This design comes from an exercise in tuning for small area on the open sky130 flow, not from production work.
RTL that was checked went through simulation tests only; none was proved equivalent to the original.

Setup of the previous run:
==> flow/design.v (excerpt) <==
module adpll_ctr
   (
    input                     rst,
    input                     clk,
    input                     valid,
    input [5-1:0] address,
    input [26-1:0] wdata,
    input                     wstrb,
    output [1:0]              rdata,
    output reg                ready,
    input                     data_mod,  
    output                    dco_pd,
    output reg [1:0]          dco_osc_gain,
    output [4:0]              dco_c_l_rall,
    output [4:0]              dco_c_l_row,
    output [4:0]              dco_c_l_col,
    output [15:0]             dco_c_m_rall,
    output [15:0]             dco_c_m_row,
    output [15:0]             dco_c_m_col,
    output [15:0]             dco_c_s_rall,
    output [15:0]             dco_c_s_row,
    output [15:0]             dco_c_s_col,
    output                    tdc_pd,
    output                    tdc_pd_inj,
    output reg [2:0]          tdc_ctr_freq,
    input [6:0]               tdc_ripple_count,
    input [15:0]              tdc_phase
    );
   always @(posedge clk, posedge rst) begin
     if (rst)
       ready <= 1'b0;
     else
       ready <= valid;
   end
   reg                        rst_soft;
   reg [26-1:0]            FCW;
   reg [1:0]                  adpll_mode;
   reg                        en;
   reg [3:0]                  alpha_l;
   reg [3:0]                  alpha_m;
   reg [3:0]                  alpha_s_rx;
   reg [3:0]                  alpha_s_tx;
   reg [3:0]                  beta;
   reg [2:0]                  lambda_rx;
   reg [2:0]                  lambda_tx;
   reg [1:0]                  iir_n_rx;
   reg [1:0]                  iir_n_tx;
   reg [4:0]                  FCW_mod;
   reg signed [4:0]           dco_c_l_word_test;
   reg signed [7:0]           dco_c_m_word_test;
   reg signed [7:0]           dco_c_s_word_test;
   reg                        dco_pd_test;
   reg                        tdc_pd_test;
   reg                        tdc_pd_inj_test;
   wire                       rst_int;
  ...
==> flow/config.mk <==
export PLATFORM = sky130hd
export DESIGN_NAME = adpll_ctr
export DESIGN_NICKNAME = adpll_ctr
export VERILOG_FILES = /design/flow/design.v
export SDC_FILE = /design/flow/constraint.sdc
export NUM_CORES = 4
export LEC_CHECK = 0
export ABC_AREA = 1
export CAP_MARGIN = 20
export CORE_MARGIN = 2
export CORE_UTILIZATION = 40
export PLACE_DENSITY = 0.6
export SLEW_MARGIN = 20
==> flow/constraint.sdc <==
create_clock -name core_clock -period 40.0 [get_ports {clk}]
set_input_delay 8.0000 -clock core_clock [delete_from_list [all_inputs] [get_ports {clk}]]
set_output_delay 8.0000 -clock core_clock [all_outputs]
set_load 0.01 [all_outputs]
standard.sh (not shown) runs the stock make flow with config.mk's settings and CLKGATE_MAP_FILE= SYNTH_SCRIPT=/design/flow/synth_recipe.tcl, a recipe that flattens the netlist after the stock synthesis.
==> flow/flow/run.sh <==
#!/bin/bash
# Standard ORFS layout (the standard.sh, standard synthesis unchanged) with
# two changes: the port buffers use the smallest buffer cell, and clock tree
# synthesis inserts no dummy loads and builds the tree from clkbuf_4 cells.
set -euo pipefail
cd "$(dirname "$0")/.."
export BUFFER_PORTS_ARGS="-buffer_cell sky130_fd_sc_hd__buf_1"
export CTS_ARGS="-sink_clustering_enable -repair_clock_nets -dont_use_dummy_load -buf_list sky130_fd_sc_hd__clkbuf_4 -sink_clustering_size 8 -sink_clustering_max_diameter 50"
bash standard.sh > flow_standard.log 2>&1
Modified inputs, the current run compared to the previous run
--- a/flow/design.v
+++ b/flow/design.v
@@ -309,33 +309,33 @@
    wire [27+1:0] accum_hi0 = rip({10'd0,accum_p[27-1:9]}, {10'd0,~mod_add}, 1'b1);
    assign ph_diff_accum = {data_mod ? accum_hi1[27-10:0] : accum_hi0[27-10:0],
 			   accum_p[8:0]};
    assign rst_accum_all = rst | rst_accum;
    always @ (posedge clk, posedge rst_accum_all)
      if(rst_accum_all)
        ph_diff_accum_last <= 27'd0;
      else if(en)
        ph_diff_accum_last <= ph_diff_accum;
-   wire [27+1:0] integral_s = rip({1'b0,iir_out}, {1'b0,integral_last}, 1'b0);
+   wire [27+1:0] integral_s = rca({1'b0,iir_out}, {1'b0,integral_last}, 1'b0);
    assign integral = integral_s[27-1:0];
    assign integral_beta = integral >>> beta;
    always @ (posedge clk, posedge rst_accum_all)
       if(rst_accum_all)
          integral_last <= 27'd0;
       else if(en&en_integral)
 	 integral_last <= integral;
    function [27-1:0] iir_stage(input [27-1:0] x, input [27-1:0] y, input [2:0] l);
       reg signed [27:0] d;
       reg [27+1:0] t;
       reg [27:0] ds;
       reg [7:0]     bw;
       begin
-	 t = rip({x[27-1],x}, ~{y[27-1],y}, 1'b1);
+	 t = rca({x[27-1],x}, ~{y[27-1],y}, 1'b1);
 	 d = t[27:0];
 	 bw = d[7:0] ^ x[7:0] ^ y[7:0];
 	 ds = d >>> l;
 	 t = rca({1'b0,y}, {1'b0,ds[27-1:0]}, bw[l]);
 	 iir_stage = t[27-1:0];
       end
    endfunction
    assign iir1_in = ph_diff_accum;
    assign iir1_out = iir_stage(iir1_in, iir1_out_last, lambda);
==> results.txt <==
Vias: the current run more than the previous run
Relative to the previous run, starting density of the core has decreased by 0.20 points in the current run.
Compared to the previous run, the current run has clock skew 0.017 ns lower.
Re clock-pin transition on the worst setup and hold timing paths: the previous run and the current run aren't equal, and the higher value belongs to the previous run.
Wire: the current run routes more than the previous run
Going from the previous run to the current run, detailed placement HPWL now sits higher, non-clock inverter instance count of the final layout +11%, adder and majority gate portion of the synthesized area now larger.
Final critical-path required period in the current run is 0.70 ns lower than in the previous run
The RTL of the previous run was laid out without a check of its function.

separate check: timing with driven ports:
Ports are ideal in the flow. The routed layouts listed here were re-timed in OpenROAD. Step 1 assumes that a clkbuf_16 drives the clock port and a buf_2 every other input. Step 2 times the ports against the registers' clock, not the clock port: input delays grow and output delays shrink by t, the midpoint of the rising clock arrivals with the driver on. a / b / c = no drivers / after step 1 / after step 2; a / b = the first two.
run | t, ns | setup slack, ns | hold slack, ns
the previous run | 0.878 | 0.934 / 0.908 / 0.908 | 0.427 / 0.427 / 0.427
the current run | 0.908 | 1.637 / 1.615 / 1.615 | 0.407 / 0.407 / 0.407
After both steps every run listed still meets setup and hold. For the previous run, which loses most, drivers alone change the setup slack by -0.026 ns; drivers and shift together by -0.026 ns.
